Context: an optimization exercise on an open-source flow, tuned for small area, a short achievable clock period and few clock cycles. The choices shown serve that exercise and are no tape-out recipe.
Function was checked by simulation only, so behaviour that the tests miss may differ from the original.

==> flow/design.v (outline; a module is shown in full before it is edited, if it fits) <==
// module aoc_add3: 9 lines
// module aoc_day2: 2295 lines
module aoc_day2 (
    input         clock,
    input         reset,
    input  [63:0] data_value,
    input         data_valid,
    output        data_ready,
    output        result_valid,
    output [63:0] result_value
);
  // ...
==> flow/run.sh <==
#!/bin/bash
# synth_recipe.tcl (not shown) runs the flow's synth.tcl, then flattens the netlist and writes it again
# the make line also repeats each setting of config.mk as NAME=value (left out here)
make -C /OpenROAD-flow-scripts/flow DESIGN_CONFIG=/design/flow/config.mk WORK_HOME=/design/flow/orfs CLKGATE_MAP_FILE= SYNTH_SCRIPT=/design/flow/synth_recipe.tcl finish
==> flow/config.mk <==
export PLATFORM = sky130hd
export DESIGN_NAME = aoc_day2
export DESIGN_NICKNAME = aoc_day2
export VERILOG_FILES = /design/flow/design.v
export SDC_FILE = /design/flow/constraint.sdc
export NUM_CORES = 4
export LEC_CHECK = 0
export ABC_AREA = 1
export CAP_MARGIN = 20
export CORE_MARGIN = 2
export CORE_UTILIZATION = 40
export SETUP_SLACK_MARGIN = 1.0
export SLEW_MARGIN = 20
export SYNTH_HIERARCHICAL = 1
export SYNTH_MINIMUM_KEEP_SIZE = 0
==> flow/constraint.sdc <==
create_clock -name core_clock -period 5.0 [get_ports {clock}]
set_input_delay 1.0000 -clock core_clock [delete_from_list [all_inputs] [get_ports {clock}]]
set_output_delay 1.0000 -clock core_clock [all_outputs]
set_load 0.01 [all_outputs]
==> metrics.cfg, run 1 <==
[final_layout]
top_register = total
finalInstanceArea_sq_mm = 0.0548
multi_input_comb_area_sq_mm = 0.0335
flops_and_latches = 544

[critical_path]
worstSetupEndpoint = r3_b[33]
r2r_start = r2_b1000

[detailed_routing]
wl_per_cell_um = 15.2
route.met3.wl_um = 5440

[grt]
gr-usage-met3_pct = 2.52
grt_overflow = 0
grtUsageTotal_pct = 21.6
grt.busiest_layer = met2
grt_max_degree = 72

[timing]
fmax_mhz = 261
tns_ns = 0

[clock_network]
cts_buffers = 68
post_cts_buffers = 1

[synthesis]
synthesis.area_sq_mm = 0.0491

[outcome]
status = no timing/DRC/antenna violations

[placement]
pre_cts_slack_ns = 0.938

[floorplan]
die-width_um = 354

[worst_hold_path]
hold_start = c1_n[11]

Testbench counts, summed over its fixed seeds: cycles 448.
==> run 2: changes to the inputs <==
--- a/flow/config.mk
+++ b/flow/config.mk
@@ -9,7 +9,7 @@
 export CAP_MARGIN = 20
 export CORE_MARGIN = 2
 export CORE_UTILIZATION = 40
-export SETUP_SLACK_MARGIN = 1.0
+export SETUP_SLACK_MARGIN = 1.4
 export SLEW_MARGIN = 20
 export SYNTH_HIERARCHICAL = 1
 export SYNTH_MINIMUM_KEEP_SIZE = 0
==> metrics.cfg, run 2 <==
[outcome]
status = no timing/DRC/antenna violations  ; unchanged

[detailed_routing]
wl_per_cell_um = 15.5  ; was 15.2 um
wl_um = 139000  ; was 136000 um
ant_nets = 0  ; unchanged
num_vias = 44461  ; was 43799
drt_pre_antenna_iters = 6  ; unchanged
drc = 0  ; unchanged
drt_iter0_markers = 2408  ; was 2513
vias_per_cell = 4.94  ; was 4.89

[final_layout]
largest_register_ffs = 64  ; unchanged
final_cell_mix = nand2_1 (1862), inv_1 (1062), nor2_1 (667), dfxtp_1 (498), fa_1 (445)  ; was nand2_1 (2066), inv_1 (1066), nor2_1 (706), dfxtp_1 (519), nand3_1 (516)
reg_top3 = total: 64 flops, r3_a: 51 flops, r3_b: 51 flops  ; unchanged
n_antenna_cell = 0  ; unchanged
drive_above_1_share_pct = 18.6  ; was 11.2%
top_register = total  ; unchanged
finalNetCount = 8038  ; was 7992
final_common_cell = nand2_1  ; unchanged
syn_to_final_growth_pct = 17.2  ; was 11.7%
finalInstanceArea_sq_mm = 0.0576  ; was 0.0548 sq mm

[clock_network]
cts_tree = built  ; unchanged
clkTransAtPathRegs_ns = 0.06  ; about the same
ctsHoldBuffers = 0  ; unchanged
cts_buffers = 68  ; unchanged
htreeDepth = 3  ; unchanged
insertion_delay_ns = 0.67  ; about the same
clk_path_buf_depth = 3  ; unchanged
clockRootBuffer = clkbuf_16  ; unchanged
clock_sinks = 544  ; unchanged

[timing]
tns_ns = 0  ; unchanged
fmax_mhz = 274  ; was 261 MHz
period_minus_slack_ns = 3.65  ; was 3.83 ns
hold_viol = 0  ; unchanged
slew_violations = 0  ; unchanged
fin_skew_ns = 0.0241  ; was 0.0220 ns
worst_slew_pin_slew_ns = 1.02  ; was 0.982 ns
setup_viol_count_final = 0  ; unchanged
max_slew_margin_pct = 31.4  ; was 34.2%
period_share_pct = 73.0  ; was 76.7%
rsz0062_at_grt = true  ; unchanged

[floorplan]
io_pins = 133  ; unchanged
initial_core_util_pct = 40.3  ; unchanged
row_count = 128  ; unchanged
die_h_um = 354  ; unchanged
die-width_um = 354  ; unchanged
fp.dieArea_sq_mm = 0.126  ; unchanged
core_sq_mm = 0.122  ; unchanged

[critical_path]
cp_slowest_cell = dfxtp_4  ; was inv_2
cpLargestDelayFamily = simple AND/OR/NAND/NOR gates  ; was adder cells
required_ns = 5.59  ; was 5.52 ns
cpMostUsedCell = nand2_2  ; was fa_1
cp_slowest_stage_delay_ns = 0.36  ; was 0.66 ns
critPathLaunchType = register  ; unchanged
setup.worst_path.class = register to register  ; unchanged
cp.arrival_ns = 4.24  ; was 4.36 ns
path_max_fanout = 5  ; was 55
cp-end-kind = register  ; unchanged
critPathBufInv = 3  ; was 4

[placement]
dpl.hpwl_um = 114000  ; unchanged
portBuffers = 102  ; unchanged
placed_area_sq_mm = 0.0520  ; unchanged
place_congestion = 0.971  ; unchanged

[grt]
grt_max_degree = 72  ; unchanged
grtUsageTotal_pct = 21.7  ; was 21.6%
grt_pass1_vias = 42943  ; was 42629
grt_overflow = 0  ; unchanged
grt_pass1_wl_um = 221000  ; was 219000 um
antenna_found_initial = 3  ; unchanged

[worst_hold_path]
hp-class = register to register  ; unchanged

[synthesis]
synthesis.area_sq_mm = 0.0491  ; unchanged
synthCells = 7162  ; unchanged
syn_avg_cell_area_sq_um = 6.86  ; unchanged
ys_warn_count = 7  ; unchanged

[flow_run]
cap_viol_max_count = 0  ; unchanged

run 2: per-stage QoR:
stage                     worst slack [ns]  hold WS, ns  utilization [%]  instances
final                                 1.35        0.319             47.2       9009
after global routing                  1.08        0.328             47.2       9009
after CTS                             1.39        0.318             45.2       8985
after detailed placement             0.938        0.312             42.7       8834
after global placement               0.930        0.310             42.7       8834
after floorplan                       1.48        0.310                -       7189
run 2: metal layers:
layer | GRT usage (%) | vias up | share of wire (%)
li1 | - | 22356 | -
met1 | 28.0 | 21078 | 44
met2 | 38.5 | 855 | 50
met3 | 2.51 | 172 | 4.2
met4 | 5.70 | 0 | 2.5
met5 | 0 | - | 0
run 2: path summary, 6_finish.rpt:
check | from | end | slack [ns] | depth (start not counted)
max | c3_bcd[16] | y_b | 1.35 | 29
min | c1_n[11] | c2_n[11] | 0.32 | 0
max reg2reg | c3_bcd[16] | y_b | 1.35 | 29
min reg2reg | c1_n[11] | c2_n[11] | 0.32 | 0
run 2: final cells by class:
type	instances	area, sq um
clock buffer	93	1960
clock inverter	33	477
fill	12350	64300
inverter	1243	4690
multi-input combinational	5291	35700
sequential	544	11000
tap	1625	2030
timing repair buffer	180	1700
run 2: repair_timing:
action                                  4_1_cts  5_1_grt
endpoints found under the setup margin      114      111
buffers inserted                             25       23
cloned                                        0        1
pin swaps                                    44      134
resized for setup                           119      633
==> run 3: changes to the inputs <==
--- a/flow/config.mk
+++ b/flow/config.mk
@@ -8,8 +8,9 @@
 export ABC_AREA = 1
 export CAP_MARGIN = 20
 export CORE_MARGIN = 2
-export CORE_UTILIZATION = 40
-export SETUP_SLACK_MARGIN = 1.4
+export CORE_UTILIZATION = 55
+export PLACE_DENSITY = 0.72
+export SETUP_SLACK_MARGIN = 1.2
 export SLEW_MARGIN = 20
 export SYNTH_HIERARCHICAL = 1
 export SYNTH_MINIMUM_KEEP_SIZE = 0
==> metrics.cfg, run 3 <==
[final_layout]
top_register = total  ; unchanged
final_common_cell = nand2_1  ; unchanged
syn_to_final_growth_pct = 12.3  ; was 17.2%
n_antenna_cell = 0  ; unchanged
finalNetCount = 8010  ; was 8038
reg_top3 = total: 64 flops, r3_a: 51 flops, r3_b: 51 flops  ; unchanged
final_cell_mix = nand2_1 (1957), inv_1 (1062), nor2_1 (703), dfxtp_1 (506), nand3_1 (478)  ; was nand2_1 (1862), inv_1 (1062), nor2_1 (667), dfxtp_1 (498), fa_1 (445)
drive_above_1_share_pct = 14.1  ; was 18.6%
largest_register_ffs = 64  ; unchanged
layoutNonFillerInstCount = 8511  ; was 9009

[critical_path]
path_max_fanout = 5  ; unchanged
cp-end-kind = register  ; unchanged
cp-startpoint = c3_bcd[12]  ; was c3_bcd[16]
required_ns = 5.58  ; was 5.59 ns
r2r_start = c3_bcd[12]  ; was c3_bcd[16]
setup.worst_path.class = register to register  ; unchanged
cp_slowest_stage_delay_ns = 0.36  ; about the same
cp_slowest_cell = dfxtp_4  ; unchanged
cp.arrival_ns = 4.37  ; was 4.24 ns
cpMostUsedCell = nand2_1  ; was nand2_2
critPathLaunchType = register  ; unchanged

[timing]
hold_viol = 0  ; unchanged
fin_skew_ns = 0.0264  ; was 0.0241 ns
setup_viol_count_final = 0  ; unchanged
period_share_pct = 75.8  ; was 73.0%
max_slew_margin_pct = 27.4  ; was 31.4%
worst_slew_pin_slew_ns = 1.08  ; was 1.02 ns
finalWorstSetupSlack_ns = 1.21  ; was 1.35 ns
slew_violations = 0  ; unchanged
rsz0062_at_grt = true  ; unchanged
hold_ws_ns = 0.325  ; was 0.319 ns
period_minus_slack_ns = 3.79  ; was 3.65 ns
fmax_mhz = 264  ; was 274 MHz
tns_ns = 0  ; unchanged

[grt]
grtUsageTotal_pct = 28.1  ; was 21.7%
grt_pass1_wl_um = 207000  ; was 221000 um
grt_overflow = 0  ; unchanged
antenna_found_initial = 1  ; was 3
grt_pass1_vias = 41619  ; was 42943
grt_max_degree = 97  ; was 72

[clock_network]
clock_sinks = 544  ; unchanged
cts_tree = built  ; unchanged
ctsHoldBuffers = 0  ; unchanged
htreeDepth = 2  ; was 3
insertion_delay_ns = 0.66  ; was 0.67 ns
clkTransAtPathRegs_ns = 0.06  ; about the same
clockRootBuffer = clkbuf_16  ; unchanged
clk_path_buf_depth = 3  ; unchanged
cts_buffers = 59  ; was 68

[detailed_routing]
wl_per_cell_um = 15.4  ; was 15.5 um
vias_per_cell = 5.24  ; was 4.94
drt_pre_antenna_iters = 6  ; unchanged
wl_um = 131000  ; was 139000 um
num_vias = 44582  ; was 44461
drc = 0  ; unchanged
ant_nets = 0  ; unchanged
drt_iter0_markers = 3079  ; was 2408

[outcome]
status = no timing/DRC/antenna violations  ; unchanged

[placement]
place_congestion = 0.971  ; about the same
portBuffers = 102  ; unchanged
pre_cts_slack_ns = 1.04  ; was 0.938 ns
dpl.hpwl_um = 107000  ; was 114000 um
place_inst = 8369  ; was 8834

[worst_hold_path]
hp-class = register to register  ; unchanged
hold_start = c1_e  ; was c1_n[11]

[synthesis]
synthCells = 7162  ; unchanged
syn_avg_cell_area_sq_um = 6.86  ; unchanged
synthesis.area_sq_mm = 0.0491  ; unchanged
ys_warn_count = 7  ; unchanged

[floorplan]
die_h_um = 303  ; was 354 um
initial_core_util_pct = 55.6  ; was 40.3%
die-width_um = 303  ; was 354 um
io_pins = 133  ; unchanged
fp.dieArea_sq_mm = 0.0917  ; was 0.126 sq mm
row_count = 109  ; was 128
core_sq_mm = 0.0884  ; was 0.122 sq mm

[flow_run]
cap_viol_max_count = 0  ; unchanged

[run 3: area by class of cell]
type	count	area, sq um
sequential	544	11000
fill	8115	33200
clock inverter	33	488
clock buffer	74	1620
inverter	1243	4690
tap	1165	1460
timing repair buffer	161	1520
multi-input combinational	5291	34400
[run 3: critical path: cells and delay by family (launching register included)]
| family | cells | cell delay (ns) |
|---|---|---|
| DFF | 1 | 0.36 |
| adders and majority gates | 1 | 0.36 |
| buffers and inverters | 4 | 0.44 |
| AOI/OAI and AO/OA | 8 | 1.16 |
| and+or+nand+nor | 17 | 1.42 |
[run 3: routing by layer]
| layer | vias to the layer above | global-route usage (%) | share of wire [%] |
|---|---|---|---|
| li1 | 22368 | - | - |
| met1 | 20891 | 37.1 | 43 |
| met2 | 1092 | 47.2 | 47 |
| met3 | 231 | 3.53 | 5.7 |
| met4 | 0 | 10.2 | 3.8 |
| met5 | - | 0 | 0 |
[run 3: final timing paths]
path              endpoint  slack (ns)  depth (start not counted)
hold reg to reg       c2_e        0.32                          0
setup / recovery       y_b        1.21                         30
setup reg to reg       y_b        1.21                         30
hold / removal        c2_e        0.32                          0
[run 3: metrics by stage]
stage | utilization (%) | area (sq um)
2_1_floorplan | - | 49200
3_3_place_gp | 58.2 | 51400
5_1_grt | 62.4 | 55100
6_report | 62.4 | 55100
4_1_cts | 60.6 | 53600
3_5_place_dp | 58.2 | 51400
[run 3: what timing repair did]
action / CTS / global route
cloned: 0 / 0
buffers inserted: 1 / 34
setup endpoints to repair: 8 / 97
pin swaps: 0 / 83
endpoints found under the hold margin: 0 / 0
resized for setup: 3 / 392
==> run 4: changes to the inputs <==
--- a/flow/config.mk
+++ b/flow/config.mk
@@ -8,8 +8,8 @@
 export ABC_AREA = 1
 export CAP_MARGIN = 20
 export CORE_MARGIN = 2
-export CORE_UTILIZATION = 55
-export PLACE_DENSITY = 0.72
+export CORE_UTILIZATION = 40
+export CTS_BUF_LIST = sky130_fd_sc_hd__clkbuf_4 sky130_fd_sc_hd__clkbuf_8
 export SETUP_SLACK_MARGIN = 1.2
 export SLEW_MARGIN = 20
 export SYNTH_HIERARCHICAL = 1
==> metrics.cfg, run 4 <==
[outcome]
status = no timing/DRC/antenna violations  ; unchanged

[grt]
grt_overflow = 0  ; unchanged
grt_pass1_wl_um = 219000  ; was 207000 um
antenna_found_initial = 5  ; was 1
grtUsageTotal_pct = 21.6  ; was 28.1%
grt_pass1_vias = 42975  ; was 41619
grt_max_degree = 72  ; was 97

[floorplan]
die_h_um = 354  ; was 303 um
core_sq_mm = 0.122  ; was 0.0884 sq mm
fp.dieArea_sq_mm = 0.126  ; was 0.0917 sq mm
row_count = 128  ; was 109
initial_core_util_pct = 40.3  ; was 55.6%
io_pins = 133  ; unchanged
die-width_um = 354  ; was 303 um

[timing]
worst_slew_pin_slew_ns = 1.07  ; was 1.08 ns
slew_violations = 0  ; unchanged
tns_ns = 0  ; unchanged
max_slew_margin_pct = 28.2  ; was 27.4%
fin_skew_ns = 0.0463  ; was 0.0264 ns
rsz0062_at_grt = true  ; unchanged
setup_viol_count_final = 0  ; unchanged
period_minus_slack_ns = 3.71  ; was 3.79 ns
period_share_pct = 74.2  ; was 75.8%
hold_viol = 0  ; unchanged
fmax_mhz = 270  ; was 264 MHz
finalWorstSetupSlack_ns = 1.29  ; was 1.21 ns

[detailed_routing]
drc = 0  ; unchanged
wl_um = 137000  ; was 131000 um
drt_pre_antenna_iters = 6  ; unchanged
wl_per_cell_um = 15.2  ; was 15.4 um
drt_iter0_markers = 2567  ; was 3079
num_vias = 44136  ; was 44582
vias_per_cell = 4.88  ; was 5.24
ant_nets = 0  ; unchanged

[worst_hold_path]
hp-class = register to register  ; unchanged

[placement]
pre_cts_slack_ns = 0.938  ; was 1.04 ns
place_congestion = 0.971  ; about the same
portBuffers = 102  ; unchanged
dpl.hpwl_um = 114000  ; was 107000 um

[critical_path]
required_ns = 5.65  ; was 5.58 ns
critPathLaunchType = register  ; unchanged
cp.arrival_ns = 4.35  ; was 4.37 ns
cp-end-kind = register  ; unchanged
path_max_fanout = 18  ; was 5
setup.worst_path.class = register to register  ; unchanged

[final_layout]
final_cell_mix = nand2_1 (1978), inv_1 (1064), nor2_1 (702), dfxtp_1 (510), nand3_1 (481)  ; was nand2_1 (1957), inv_1 (1062), nor2_1 (703), dfxtp_1 (506), nand3_1 (478)
final_common_cell = nand2_1  ; unchanged
drive_above_1_share_pct = 14.7  ; was 14.1%
largest_register_ffs = 64  ; unchanged
top_register = total  ; unchanged
finalNetCount = 8037  ; was 8010
syn_to_final_growth_pct = 13.4  ; was 12.3%
reg_top3 = total: 64 flops, r3_a: 51 flops, r3_b: 51 flops  ; unchanged

[clock_network]
cts_buffers = 100  ; was 59
clock_sinks = 544  ; unchanged
htreeDepth = 3  ; was 2
cts_tree = built  ; unchanged
clk_path_buf_depth = 3  ; unchanged
clkTransAtPathRegs_ns = 0.06  ; about the same
ctsHoldBuffers = 0  ; unchanged
clockRootBuffer = clkbuf_8  ; was clkbuf_16
insertion_delay_ns = 0.81  ; was 0.66 ns

[flow_run]
cap_viol_max_count = 0  ; unchanged

[synthesis]
syn_avg_cell_area_sq_um = 6.86  ; unchanged
synthCells = 7162  ; unchanged
ys_warn_count = 7  ; unchanged
synthesis.area_sq_mm = 0.0491  ; unchanged

[run 4: cell count changes in the layout (fill, tap and decap cells not counted), sizes merged]
cell / delta
clkbuf: +69
clkinvlp: +2
clkinv: +5
buf: -14
bufinv: +4
inv: -3
diode: +6
[run 4: worst paths after layout]
path,slack (ns),end,depth (start not counted),from
worst max-delay path,1.29,r1_b[19],7,q_h[14]
worst max register to register,1.29,r1_b[19],7,q_h[14]
worst min-delay path,0.32,q_dg[1],0,y_dg[1]
worst min register to register,0.32,q_dg[1],0,y_dg[1]
[run 4: per-stage QoR]
step | cells | utilization (%) | hold slack [ns] | area [sq um]
floorplan | 7189 | - | 0.310 | 49200
global placement | 8834 | 42.7 | 0.310 | 52000
detailed placement | 8834 | 42.7 | 0.312 | 52000
CTS | 9023 | 44.8 | 0.321 | 54600
global route | 9036 | 45.7 | 0.324 | 55700
finish | 9040 | 45.7 | 0.317 | 55700
[run 4: worst max-delay path, stage by stage, from the launching register on]
cell,delay (ns)
dfxtp_1,0.92
nand2_1,0.19
fa_1,0.55
fa_1,0.45
fa_1,0.46
fa_1,0.52
inv_1,0.06
fa_1,0.44
[run 4: final cells by class]
class,instances,area [sq um]
diodes,6,15.0
fillers,12528,66200
well taps,1625,2030
clock inverters,41,606
inverters,1243,4680
repair buffers,147,1410
flip-flops and latches,544,10900
clock buffers,143,1840
multi-input cells,5291,34200
[run 4: timing repair]
item | CTS | global route
setup buffers | 5 | 11
endpoints found under the setup margin | 30 | 126
gates resized for setup | 17 | 316
gates cloned | 0 | 0
pin swaps | 3 | 44
[run 4: routing by layer]
metal	vias to the layer above	GRT usage [%]	wire [um]
li1	22395	-	-
met1	20688	27.7	60400
met2	855	37.8	66900
met3	198	2.94	6180
met4	0	6.24	3950
met5	-	0	0
==> run 5: changes to the inputs <==
--- a/flow/config.mk
+++ b/flow/config.mk
@@ -9,7 +9,6 @@
 export CAP_MARGIN = 20
 export CORE_MARGIN = 2
 export CORE_UTILIZATION = 40
-export CTS_BUF_LIST = sky130_fd_sc_hd__clkbuf_4 sky130_fd_sc_hd__clkbuf_8
 export SETUP_SLACK_MARGIN = 1.2
 export SLEW_MARGIN = 20
 export SYNTH_HIERARCHICAL = 1
==> metrics.cfg, run 5 <==
[clock_network]
clockRootBuffer = clkbuf_16  ; was clkbuf_8
htreeDepth = 3  ; unchanged
clock_sinks = 544  ; unchanged
ctsHoldBuffers = 0  ; unchanged
clk_path_buf_depth = 3  ; unchanged
clkTransAtPathRegs_ns = 0.06  ; about the same
cts_tree = built  ; unchanged
cts_buffers = 68  ; was 100
insertion_delay_ns = 0.67  ; was 0.81 ns

[detailed_routing]
drt_pre_antenna_iters = 5  ; was 6
drc = 0  ; unchanged
drt_iter0_markers = 2449  ; was 2567
ant_nets = 0  ; unchanged
wl_um = 137000  ; about the same
num_vias = 44029  ; was 44136
vias_per_cell = 4.91  ; was 4.88
wl_per_cell_um = 15.3  ; was 15.2 um

[final_layout]
reg_top3 = total: 64 flops, r3_a: 51 flops, r3_b: 51 flops  ; unchanged
largest_register_ffs = 64  ; unchanged
drive_above_1_share_pct = 14.0  ; was 14.7%
top_register = total  ; unchanged
regArea_sq_mm = 0.0109  ; about the same
finalInstanceArea_sq_mm = 0.0557  ; about the same
final_cell_mix = nand2_1 (1981), inv_1 (1065), nor2_1 (699), dfxtp_1 (512), nand3_1 (481)  ; was nand2_1 (1978), inv_1 (1064), nor2_1 (702), dfxtp_1 (510), nand3_1 (481)
syn_to_final_growth_pct = 13.5  ; was 13.4%
final_common_cell = nand2_1  ; unchanged
nFillCells = 12508  ; was 12528
finalNetCount = 8003  ; was 8037
multi_input_comb_area_sq_mm = 0.0342  ; about the same

[critical_path]
cp.arrival_ns = 4.22  ; was 4.35 ns
critPathLaunchType = register  ; unchanged
cp_slowest_stage_delay_ns = 0.90  ; was 0.92 ns
crit_chain = nand2_1, fa_1, fa_1, fa_1, fa_1, inv_1, fa_1  ; unchanged
r2r_slack_ns = 1.32  ; was 1.29 ns
required_ns = 5.53  ; was 5.65 ns
cpMostUsedCell = fa_1  ; unchanged
cp_slowest_cell = dfxtp_1  ; unchanged
cp-end-kind = register  ; unchanged
path_max_fanout = 18  ; unchanged
r2r_start = q_h[14]  ; unchanged
cp-startpoint = q_h[14]  ; unchanged
setup.worst_path.class = register to register  ; unchanged
r2r_end = r1_b[19]  ; unchanged
worstSetupEndpoint = r1_b[19]  ; unchanged
reg2reg_depth = 7  ; unchanged

[grt]
antenna_found_initial = 3  ; was 5
grt_pass1_wl_um = 219000  ; about the same
grt_max_degree = 72  ; unchanged
grt_pass1_vias = 42650  ; was 42975
grt_overflow = 0  ; unchanged
grtUsageTotal_pct = 21.6  ; about the same

[timing]
rsz0062_at_grt = true  ; unchanged
fmax_mhz = 272  ; was 270 MHz
setup_viol_count_final = 0  ; unchanged
slew_violations = 0  ; unchanged
max_slew_margin_pct = 34.5  ; was 28.2%
tns_ns = 0  ; unchanged
period_minus_slack_ns = 3.68  ; was 3.71 ns
worst_slew_pin_slew_ns = 0.978  ; was 1.07 ns
fin_skew_ns = 0.0202  ; was 0.0463 ns
period_share_pct = 73.7  ; was 74.2%
hold_viol = 0  ; unchanged

[floorplan]
die_h_um = 354  ; unchanged
core_sq_mm = 0.122  ; unchanged
io_pins = 133  ; unchanged
row_count = 128  ; unchanged
fp.dieArea_sq_mm = 0.126  ; unchanged
die-width_um = 354  ; unchanged
initial_core_util_pct = 40.3  ; unchanged

[placement]
placed_area_sq_mm = 0.0520  ; unchanged
dpl.hpwl_um = 114000  ; unchanged
portBuffers = 102  ; unchanged
place_congestion = 0.971  ; unchanged

[outcome]
status = no timing/DRC/antenna violations  ; unchanged

[synthesis]
ys_warn_count = 7  ; unchanged
synthCells = 7162  ; unchanged
synthesis.area_sq_mm = 0.0491  ; unchanged
syn_avg_cell_area_sq_um = 6.86  ; unchanged

[flow_run]
cap_viol_max_count = 0  ; unchanged

[worst_hold_path]
hp-class = register to register  ; unchanged

==> run 5: worst min-delay path by stage <==
stage	startpoint	endpoint	slack [ns]	depth (start not counted)
finish	c1_n[11]	c2_n[11]	0.32	0
global route	c1_n[11]	c2_n[11]	0.33	0
CTS	c1_n[11]	c2_n[11]	0.32	0
detailed placement	c1_n[13]	c2_n[13]	0.31	0
global placement	c1_n[9]	c2_n[9]	0.31	0
floorplan	c1_n[16]	c2_bcd[0]	0.31	0
==> run 5: layer usage <==
| metal | global-route usage [%] | wire, um |
|---|---|---|
| met2 | 38.3 | 67600 |
| met5 | 0 | 0 |
| met1 | 27.9 | 61000 |
| met3 | 2.52 | 5490 |
| met4 | 5.33 | 3260 |
==> run 5: cell type report <==
| type | instances | share of cell area, % |
|---|---|---|
| antenna | 1 | 0.00449 |
| clock buffer | 93 | 3.52 |
| clock inverter | 33 | 0.856 |
| inverter | 1243 | 8.39 |
| multi-input combinational | 5291 | 61.4 |
| sequential | 544 | 19.6 |
| tap | 1625 | 3.65 |
| timing repair buffer | 145 | 2.51 |
==> run 5: worst max-delay path: cells and delay by family (launching register included) <==
family	cells	cell delay (ns)
DFF	1	0.90
and+or+nand+nor	1	0.19
buffers and inverters	1	0.06
adders and majority gates	5	2.42
==> run 5: timing repair <==
item / CTS / global route
gates resized for setup: 14 / 325
pin swaps: 3 / 37
setup buffers: 4 / 9
gates cloned: 0 / 1
endpoints found under the setup margin: 32 / 95
==> run 5: metrics by stage <==
step | std cells | utilization, % | hold WS, ns | setup slack (ns)
CTS | 8964 | 44.7 | 0.318 | 1.14
global route | 8974 | 45.7 | 0.328 | 0.956
finish | 8975 | 45.7 | 0.319 | 1.32
floorplan | 7189 | - | 0.310 | 1.48
detailed placement | 8834 | 42.7 | 0.312 | 0.938
global placement | 8834 | 42.7 | 0.310 | 0.930
==> run 6: changes to the inputs <==
--- a/flow/config.mk
+++ b/flow/config.mk
@@ -9,6 +9,7 @@
 export CAP_MARGIN = 20
 export CORE_MARGIN = 2
 export CORE_UTILIZATION = 40
+export CTS_BUF_LIST = sky130_fd_sc_hd__clkbuf_8
 export SETUP_SLACK_MARGIN = 1.2
 export SLEW_MARGIN = 20
 export SYNTH_HIERARCHICAL = 1
==> metrics.cfg, run 6 <==
[final_layout]
syn_to_final_growth_pct = 13.5  ; about the same
drive_above_1_share_pct = 14.6  ; was 14.0%
reg_top3 = total: 64 flops, r3_a: 51 flops, r3_b: 51 flops  ; unchanged
largest_register_ffs = 64  ; unchanged
layoutNonFillerInstCount = 9039  ; was 8975
final_common_cell = nand2_1  ; unchanged
top_register = total  ; unchanged
final_cell_mix = nand2_1 (1976), inv_1 (1086), nor2_1 (700), dfxtp_1 (510), nand3_1 (479)  ; was nand2_1 (1981), inv_1 (1065), nor2_1 (699), dfxtp_1 (512), nand3_1 (481)
finalNetCount = 8039  ; was 8003

[detailed_routing]
vias_per_cell = 4.89  ; was 4.91
ant_nets = 0  ; unchanged
wl_per_cell_um = 15.2  ; was 15.3 um
drt_pre_antenna_iters = 9  ; was 5
num_vias = 44245  ; was 44029
drc = 0  ; unchanged
drt_iter0_markers = 2505  ; was 2449
wl_um = 138000  ; was 137000 um

[critical_path]
cp-end-kind = register  ; unchanged
critPathBufInv = 1  ; unchanged
cp_slowest_stage_delay_ns = 0.89  ; was 0.90 ns
cp.arrival_ns = 4.32  ; was 4.22 ns
cpLargestDelayFamily = adder cells  ; unchanged
path_max_fanout = 18  ; unchanged
crit_chain = nand2_1, fa_1, fa_1, fa_1, fa_1, inv_1, fa_1  ; unchanged
required_ns = 5.65  ; was 5.53 ns
cpMostUsedCell = fa_1  ; unchanged
setup.worst_path.class = register to register  ; unchanged
cp_slowest_cell = dfxtp_1  ; unchanged
critPathLaunchType = register  ; unchanged

[clock_network]
insertion_delay_ns = 0.81  ; was 0.67 ns
htreeDepth = 3  ; unchanged
clk_path_buf_depth = 3  ; unchanged
clkTransAtPathRegs_ns = 0.06  ; about the same
cts_buffers = 100  ; was 68
cts_tree = built  ; unchanged
clockRootBuffer = clkbuf_8  ; was clkbuf_16
clock_sinks = 544  ; unchanged

[floorplan]
row_count = 128  ; unchanged
core_sq_mm = 0.122  ; unchanged
die-width_um = 354  ; unchanged
die_h_um = 354  ; unchanged
fp.dieArea_sq_mm = 0.126  ; unchanged
initial_core_util_pct = 40.3  ; unchanged
io_pins = 133  ; unchanged

[placement]
place_inst = 8834  ; unchanged
portBuffers = 102  ; unchanged
place_congestion = 0.971  ; unchanged
dpl.hpwl_um = 114000  ; unchanged

[grt]
grt_overflow = 0  ; unchanged
met2_usage_pct = 37.8  ; was 38.3%
use_met1_pct = 27.6  ; was 27.9%
antenna_found_initial = 5  ; was 3
grt.busiest_layer = met2  ; unchanged
grtUsageTotal_pct = 21.6  ; about the same
grt_pass1_wl_um = 219000  ; about the same
gr-usage-met3_pct = 3.02  ; was 2.52%
grt_max_degree = 72  ; unchanged
grt_pass1_vias = 42996  ; was 42650

[timing]
period_share_pct = 73.4  ; was 73.7%
worst_slew_pin_slew_ns = 0.984  ; was 0.978 ns
fmax_mhz = 273  ; was 272 MHz
fin_skew_ns = 0.0468  ; was 0.0202 ns
max_slew_margin_pct = 34.1  ; was 34.5%
period_minus_slack_ns = 3.67  ; was 3.68 ns
rsz0062_at_grt = true  ; unchanged
tns_ns = 0  ; unchanged
setup_viol_count_final = 0  ; unchanged
slew_violations = 0  ; unchanged
hold_viol = 0  ; unchanged

[synthesis]
syn_avg_cell_area_sq_um = 6.86  ; unchanged
synthesis.area_sq_mm = 0.0491  ; unchanged
synthCells = 7162  ; unchanged
ys_warn_count = 7  ; unchanged

[outcome]
status = no timing/DRC/antenna violations  ; unchanged

[flow_run]
cap_viol_max_count = 0  ; unchanged

[worst_hold_path]
hp-class = register to register  ; unchanged

[run 6: cell type report]
class | instances | area [sq um]
repair buffers | 149 | 1430
diodes | 3 | 7.51
fillers | 12533 | 66200
well taps | 1625 | 2030
inverters | 1243 | 4670
clock buffers | 122 | 1680
clock inverters | 62 | 684
multi-input cells | 5291 | 34300
flip-flops and latches | 544 | 10900
[run 6: per-layer routing]
layer / wire (um) / share of wire (%) / up-vias
li1: - / - / 22405
met1: 60300 / 44 / 20743
met2: 67100 / 49 / 891
met3: 6210 / 4.5 / 206
met4: 4080 / 3.0 / 0
met5: 0 / 0 / -
[run 6: per-stage QoR]
| step | util (%) | instance area (sq um) | setup WS, ns | hold slack, ns |
|---|---|---|---|---|
| 3_3_place_gp | 42.7 | 52000 | 0.930 | 0.310 |
| 4_1_cts | 44.7 | 54500 | 1.16 | 0.321 |
| 6_report | 45.7 | 55700 | 1.33 | 0.317 |
| 3_5_place_dp | 42.7 | 52000 | 0.938 | 0.312 |
| 2_1_floorplan | - | 49200 | 1.48 | 0.310 |
| 5_1_grt | 45.7 | 55700 | 1.00 | 0.324 |
[run 6: path summary, 6_finish.rpt]
check	from	end	slack (ns)	cells past startpoint
max reg2reg	q_h[14]	r1_b[19]	1.33	7
min reg2reg	y_dg[1]	q_dg[1]	0.32	0
max	q_h[14]	r1_b[19]	1.33	7
min	y_dg[1]	q_dg[1]	0.32	0
[run 6: what timing repair did]
| item | in CTS | in global routing |
|---|---|---|
| pin swaps | 3 | 43 |
| cloned | 0 | 1 |
| resized for setup | 17 | 330 |
| endpoints found under the hold margin | 0 | 0 |
| hold buffers | 0 | 0 |
| setup endpoints to repair | 31 | 126 |
| buffers inserted | 4 | 13 |

==> separate check: timing with driven ports <==
No port has a modelled driver above. Below, the same layouts with a new extraction and two added sets of constraints. Step 1: set_driving_cell puts a clkbuf_16 on clock and a buf_2 on each other input, an assumption about the parent block. Step 2 times the ports against the registers' clock, not the clock port: input delays grow and output delays shrink by t, the midpoint of the rising clock arrivals with the driver on. a / b / c = ideal ports / drivers / drivers and shift; a / b = the first two.
run	shift t [ns]	setup WS [ns]	hold WS [ns]
run 1	0.723	1.165 / 1.165 / 1.165	0.319 / 0.319 / 0.319
run 2	0.722	1.351 / 1.351 / 1.351	0.319 / 0.319 / 0.319
run 3	0.716	1.211 / 1.211 / 1.211	0.325 / 0.325 / 0.325
run 4	0.843	1.291 / 1.291 / 1.291	0.317 / 0.317 / 0.317
run 5	0.723	1.317 / 1.317 / 1.317	0.319 / 0.319 / 0.319
run 6	0.845	1.332 / 1.332 / 1.332	0.317 / 0.317 / 0.317
After both steps every run listed still meets setup and hold.
